This design comes from an exercise in tuning for small area on the open sky130 flow, not from production work. Only simulation tests tie the RTL to the original design; equivalence was not proved. Power figures rest on the tool's default switching activity, not on a simulated workload.

Design vga_display, start of the top module:
module vga_display(
    input wire clk, reset,
    input cpu_isAttacking,
    input wire [3:0] p1_health_out, cpu_health_out,
    input wire [3:0] keyboard_input,
    output wire hSync, vSync,
    output wire [11:0] VGA
    );
    reg [1:0] count;
    reg pixel_strobe;
    reg [5:0] hq;
    reg [4:0] hr, vq, vr;
    wire [1:0] count_n;
    wire pixel_strobe_n;
    wire [5:0] hq_n;
    wire [4:0] hr_n, vq_n, vr_n;
    always @(posedge clk) begin
        count <= count_n;
        pixel_strobe <= pixel_strobe_n;
        hq <= hq_n;
        hr <= hr_n;
        vq <= vq_n;
        vr <= vr_n;
    end
    vga_logic logic_i (.reset(reset), .count(count), .pixel_strobe(pixel_strobe),
        .hq(hq), .hr(hr), .vq(vq), .vr(vr),
        .cpu_isAttacking(cpu_isAttacking), .p1_health_out(p1_health_out), .cpu_health_out(cpu_health_out),
        .keyboard_input(keyboard_input),
        .count_n(count_n), .pixel_strobe_n(pixel_strobe_n), .hq_n(hq_n), .hr_n(hr_n), .vq_n(vq_n), .vr_n(vr_n),
        .hSync(hSync), .vSync(vSync), .VGA(VGA));
endmodule
export LEC_CHECK = 0
export CAP_MARGIN = 20
export CORE_MARGIN = 2
export CORE_UTILIZATION = 50
export CTS_BUF_LIST = sky130_fd_sc_hd__clkbuf_8
export CTS_CLUSTER_DIAMETER = 200
export CTS_CLUSTER_SIZE = 30
export GPL_TIMING_DRIVEN = 0
export PLACE_DENSITY = 0.6
export SLEW_MARGIN = 20
create_clock -name core_clock -period 10.0 [get_ports {clk}]
standard.sh (not shown) runs the stock make flow with config.mk's settings and CLKGATE_MAP_FILE= SYNTH_SCRIPT=/design/flow/synth_recipe.tcl, a recipe that flattens the netlist after the stock synthesis.
==> flow/flow/run.sh <==
#!/bin/bash
# Own layout flow: the standard ORFS flow (standard.sh) with three changes to synthesis and
# placement, none to the registers (their names and cell types are the standard synthesis's):
#  - the technology-mapping ABC call uses an area-oriented script (flow/abc_area_own.script)
#    instead of ORFS's delay-oriented one;
#  - half and full adders are left to ABC as plain gates (ADDER_MAP_FILE empty) instead of being
#    mapped to adder cells before ABC;
#  - ports are buffered as in the standard flow, but with the smallest buffer (buf_1).
# ORFS writes each tool's log under orfs/logs/; make's own output goes to flow_make.log here.
set -euo pipefail
W=$(pwd)
{
  echo "proc abc {args} {"
  echo "  set i [lsearch -exact \$args -script]"
  echo "  if {\$i >= 0} { lset args [expr {\$i + 1}] $W/flow/abc_area_own.script }"
  echo "  yosys abc {*}\$args"
  echo "}"
  cat "$W/synth_recipe.tcl"
} > "$W/own_synth.tcl"
sed "s#SYNTH_SCRIPT=[^ ]*#SYNTH_SCRIPT=$W/own_synth.tcl ADDER_MAP_FILE=#" "$W/standard.sh" > "$W/own_standard.sh"
grep -q "SYNTH_SCRIPT=$W/own_synth.tcl" "$W/own_standard.sh"
export BUFFER_PORTS_ARGS="-buffer_cell sky130_fd_sc_hd__buf_1"
bash "$W/own_standard.sh" > "$W/flow_make.log" 2>&1
==> flow/flow/abc_area_own.script <==
strash
dch -f
amap
topo
The baseline ran to the end with no violations.
==> next run, changes <==
- CTS_CLUSTER_DIAMETER: 200 -> unset
- CTS_CLUSTER_SIZE: 30 -> unset
- GPL_TIMING_DRIVEN: 0 -> unset
Cell area barely changes.
Sequential power hardly moves.
Clock-buffer cell count stays the same.
Total power came out higher by about 0.56%.
Worst setup slack improved by 0.072 ns.
First-iteration DRC count went down by 3.8%.
Die area is unchanged.
Clock power is about the same.
Fmax is higher by about 0.8%.

vga_display again, from the RTL that the note above started with.
export LEC_CHECK = 0
export CAP_MARGIN = 20
export CORE_MARGIN = 2
export CORE_UTILIZATION = 50
export CTS_BUF_LIST = sky130_fd_sc_hd__clkbuf_8
export PLACE_DENSITY = 0.6
export SLEW_MARGIN = 20
create_clock -name core_clock -period 10.0 [get_ports {clk}]
==> flow/flow/run.sh <==
#!/bin/bash
# Own layout flow: the standard ORFS flow (standard.sh), unchanged except that the
# technology-mapping ABC call of the standard synthesis uses an area-oriented script
# (flow/abc_area_own.script) instead of ORFS's delay-oriented one. Registers, their names and
# cell types are those of the standard synthesis. Half and full adders are left to ABC as plain
# gates (ADDER_MAP_FILE empty) instead of being mapped to adder cells before ABC. Ports are buffered as in the standard flow, with
# the smallest buffer (buf_1) instead of ORFS's default choice. ORFS writes each tool's log under
# orfs/logs/; make's own output goes to flow_make.log here.
set -euo pipefail
W=$(pwd)
{
  echo "proc abc {args} {"
  echo "  set i [lsearch -exact \$args -script]"
  echo "  if {\$i >= 0} { lset args [expr {\$i + 1}] $W/flow/abc_area_own.script }"
  echo "  yosys abc {*}\$args"
  echo "}"
  cat "$W/synth_recipe.tcl"
} > "$W/own_synth.tcl"
sed "s#SYNTH_SCRIPT=[^ ]*#SYNTH_SCRIPT=$W/own_synth.tcl ADDER_MAP_FILE=#" "$W/standard.sh" > "$W/own_standard.sh"
grep -q "SYNTH_SCRIPT=$W/own_synth.tcl" "$W/own_standard.sh"
export BUFFER_PORTS_ARGS="-buffer_cell sky130_fd_sc_hd__buf_1"
bash "$W/own_standard.sh" > "$W/flow_make.log" 2>&1
Scripts as last shown in full above: flow/flow/abc_area_own.script
The baseline ran to the end with no violations.
Next try:
--- a/flow/flow/run.sh
+++ b/flow/flow/run.sh
@@ -5,2 +5 @@
-# cell types are those of the standard synthesis. Half and full adders are left to ABC as plain
-# gates (ADDER_MAP_FILE empty) instead of being mapped to adder cells before ABC. Ports are buffered as in the standard flow, with
+# cell types are those of the standard synthesis. Ports are buffered as in the standard flow, with
@@ -19 +18 @@
-sed "s#SYNTH_SCRIPT=[^ ]*#SYNTH_SCRIPT=$W/own_synth.tcl ADDER_MAP_FILE=#" "$W/standard.sh" > "$W/own_standard.sh"
+sed "s#SYNTH_SCRIPT=[^ ]*#SYNTH_SCRIPT=$W/own_synth.tcl#" "$W/standard.sh" > "$W/own_standard.sh"
Result: The changed run ran to the end with no violations; final area came out higher by about 6%; register-to-register slack gains 0.14 ns; synthesized area is higher by about 5%; via count goes up by 1.1%; die area climbs by 4.8%; synthesized cell count drops by 0.83%; final cell count goes up by 0.68%; routed wire length grows by about 1%; total power is about the same.

[separate check: timing with driven ports]
In the flow no input, the clock included, has a driving cell. The finished layouts below were timed again as built, in two steps. Step 1 sets driving cells, clkbuf_16 on the clock port and buf_2 on the other inputs (assumed; they add their load-dependent delay and slew). Step 2 times the ports against the registers' clock, not the clock port: input delays grow and output delays shrink by t, the midpoint of the rising clock arrivals with the driver on. Three values: no drivers, after step 1, after step 2; two values: the first two.
run	t (ns)	setup WS [ns]	hold WS [ns]	worst register clock-pin slew, ns	worst data-port slew with drivers (ns)
the first run of note 1	0.283	0.424 / 0.403 / 0.403	0.412 / 0.412 / 0.412	0.09 / 0.09	0.03
the second run of note 1	0.284	0.497 / 0.476 / 0.476	0.417 / 0.417 / 0.417	0.08 / 0.08	0.03
the first run of note 2	0.284	0.497 / 0.476 / 0.476	0.417 / 0.417 / 0.417	0.08 / 0.08	0.03
the second run of note 2	0.284	0.540 / 0.517 / 0.517	0.428 / 0.428 / 0.428	0.08 / 0.08	0.03
After both steps every run listed still meets setup and hold. For the second run of note 2, which loses most, drivers alone change the setup slack by -0.023 ns; drivers and shift together by -0.023 ns.
